This design comes from an exercise in tuning for small area, a short achievable clock period and few clock cycles per item on the open sky130 flow, not from production work.
Power is estimated from default activity; no workload was simulated.

job 2726:
## TopModule
module TopModule
#(
      parameter integer   AXI_DATA_WIDTH	  = 32
    , parameter integer   AXI_ADDR_WIDTH	  = 8
)
(
    input  logic                              clk
  , input  logic                              areset_n
  , input  logic [AXI_ADDR_WIDTH - 1 : 0]     S00_AXI_AWADDR
  , input  logic                              S00_AXI_AWVALID
  , output logic                              S00_AXI_AWREADY
  , input  logic [AXI_DATA_WIDTH - 1 : 0]     S00_AXI_WDATA
  , input  logic [(AXI_DATA_WIDTH/8)-1 : 0]   S00_AXI_WSTRB
  , input  logic                              S00_AXI_WVALID
  , output logic                              S00_AXI_WREADY
  , output logic [1 : 0]                      S00_AXI_BRESP
  , output logic                              S00_AXI_BVALID
  , input  logic                              S00_AXI_BREADY
  , input  logic [AXI_ADDR_WIDTH - 1 : 0]     S00_AXI_ARADDR
  , input  logic                              S00_AXI_ARVALID
  , output logic                              S00_AXI_ARREADY
  , output logic [AXI_DATA_WIDTH - 1 : 0]     S00_AXI_RDATA
  , output logic [1 : 0]                      S00_AXI_RRESP
  , output logic                              S00_AXI_RVALID
  , input  logic                              S00_AXI_RREADY
);
clock: 4.5 ns
lec_check: 0
cap_margin: 20
core_margin: 2
core_utilization: 50
cts_cluster_diameter: 80
cts_cluster_size: 25
setup_slack_margin: 2.5
slew_margin: 20
synth_hierarchical: 1
synth_minimum_keep_size: 0
tns_end_percent: 10
run.sh (not shown) runs the stock make flow with config.mk's settings and CLKGATE_MAP_FILE= SYNTH_SCRIPT=/design/flow/synth_recipe.tcl, a recipe that flattens the netlist after the stock synthesis.
Input-level comparison between job 1722 and job 2726:
Settings: TNS_END_PERCENT: 10 -> unset; CORE_UTILIZATION: 50 -> 70.
==> comparison <==
Job 2726 has lower multi-input combinational gate total than job 1722. The higher part of the power in combinational logic of job 2726 and job 1722 is in job 1722. Total power of job 1722 is lower than that of job 2726. On non-filler instance count after layout, the higher figure sits with job 2726, not job 1722. Job 1722 ends up with lower total routed wirelength than job 2726 does. Slew at the pin closest to its max-slew limit: job 1722 lower than job 2726. Of job 2726 and job 1722, the lower met1 track demand over resource in global routing belongs to job 2726. Compared job 1722 vs job 2726, and global-route wire length before repair is down in job 1722. Job 2726 → job 1722: reported net switching power fell by about 0.3%, shortest clock period the worst path allows after layout went down by 0.097 ns.
[inputs] job 1184 vs job 1722
Settings: CORE_UTILIZATION now 50, was 70.
==> flow/flow/run.sh (new file) <==
#!/bin/bash
# The standard layout, with the port buffers inserted as buf_4 rather than the
# weakest buffer (the resizer still sizes them where timing needs it).
set -euo pipefail
bash standard.sh BUFFER_PORTS_ARGS="-buffer_cell sky130_fd_sc_hd__buf_4" finish > standard.log 2>&1
==> flow/standard.sh (new file) <==
#!/bin/bash
# synth_recipe.tcl (not shown) runs the flow's synth.tcl, then flattens the netlist and writes it again
# the make line also repeats each setting of config.mk as NAME=value (left out here)
make -C /OpenROAD-flow-scripts/flow DESIGN_CONFIG=/design/flow/config.mk WORK_HOME=/design/flow/orfs CLKGATE_MAP_FILE= SYNTH_SCRIPT=/design/flow/synth_recipe.tcl "${@:-finish}"
removed: flow/run.sh
### Flow results
- Total count of hold-check failures in the final report: job 1184 vs job 1722 identical
- [compare] base=job 1722 new=job 1184: pin count of the biggest net entering global routing +8, area used by sequential logic in the layout ~0 delta.
- As far as worst hold slack is concerned, job 1722 and job 1184 perform about the same.
Edits applied to the flow inputs when going from job 1184 to job 5202:
==> flow/run.sh (new file) <==
#!/bin/bash
# synth_recipe.tcl (not shown) runs the flow's synth.tcl, then flattens the netlist and writes it again
# the make line also repeats each setting of config.mk as NAME=value (left out here)
make -C /OpenROAD-flow-scripts/flow DESIGN_CONFIG=/design/flow/config.mk WORK_HOME=/design/flow/orfs CLKGATE_MAP_FILE= SYNTH_SCRIPT=/design/flow/synth_recipe.tcl finish
removed: flow/flow/run.sh
removed: flow/standard.sh
Notes after the runs:
Compared to job 1184, job 5202 has share of the core filled with cells 1.9 points higher.
On job 5202: worst setup slack is 0.058 ns higher than what job 1184 gave.
Path type of the worst setup path: reg -> out -> job 5202, in -> reg -> job 1184
Going from job 1184 to job 5202, the met1 track demand over resource was found to have gone up by 1.2 points.
Net switching power figure: job 5202 vs job 1184 up 2.4%
Run comparison: job 1184 launching element of the worst setup path S00_AXI_ARADDR[4]; job 5202 launching element of the worst setup path axi_slave.rdata[10]$_DFF_P_
When job 5202 is measured against job 1184, its depth of the worst register-to-register path turns out 1 higher.
The design area number comes out lower for job 1184 vs job 5202.
No run of this note included a check of the RTL's function; only the layout flow was run.

-- what the ideal ports hide --
The flow's constraints put no driver on any port. The routed layouts listed below were extracted and timed again, unchanged, in two steps. Step 1, drivers: a clkbuf_16 drives clk and a buf_2 each remaining input, both assumed. Step 2 moves the port delays by t, midway between the first and last clock arrival at a register: inputs arrive t later, outputs are due t later. That takes back most of the time a late clock gives input paths. a / b / c = ideal ports / drivers / drivers and shift; a / b = the first two.
| run | t, ns | slack for setup (ns) | hold slack, ns | worst data-port slew with drivers (ns) |
|---|---|---|---|---|
| job 2726 | 0.647 | 2.415 / 2.356 / 1.817 | 0.478 / 0.478 / 0.478 | 0.04 |
| job 1722 | 0.615 | 2.512 / 2.473 / 1.929 | 0.479 / 0.479 / 0.479 | 0.10 |
| job 1184 | 0.641 | 2.451 / 2.471 / 1.843 | 0.476 / 0.443 / 0.478 | 0.11 |
| job 5202 | 0.653 | 2.509 / 2.445 / 1.927 | 0.477 / 0.477 / 0.477 | 0.08 |
After both steps setup and hold are still met in every run listed. The setup slack of job 1184, which loses most, moves by +0.020 ns with the drivers and by -0.608 ns with both steps.
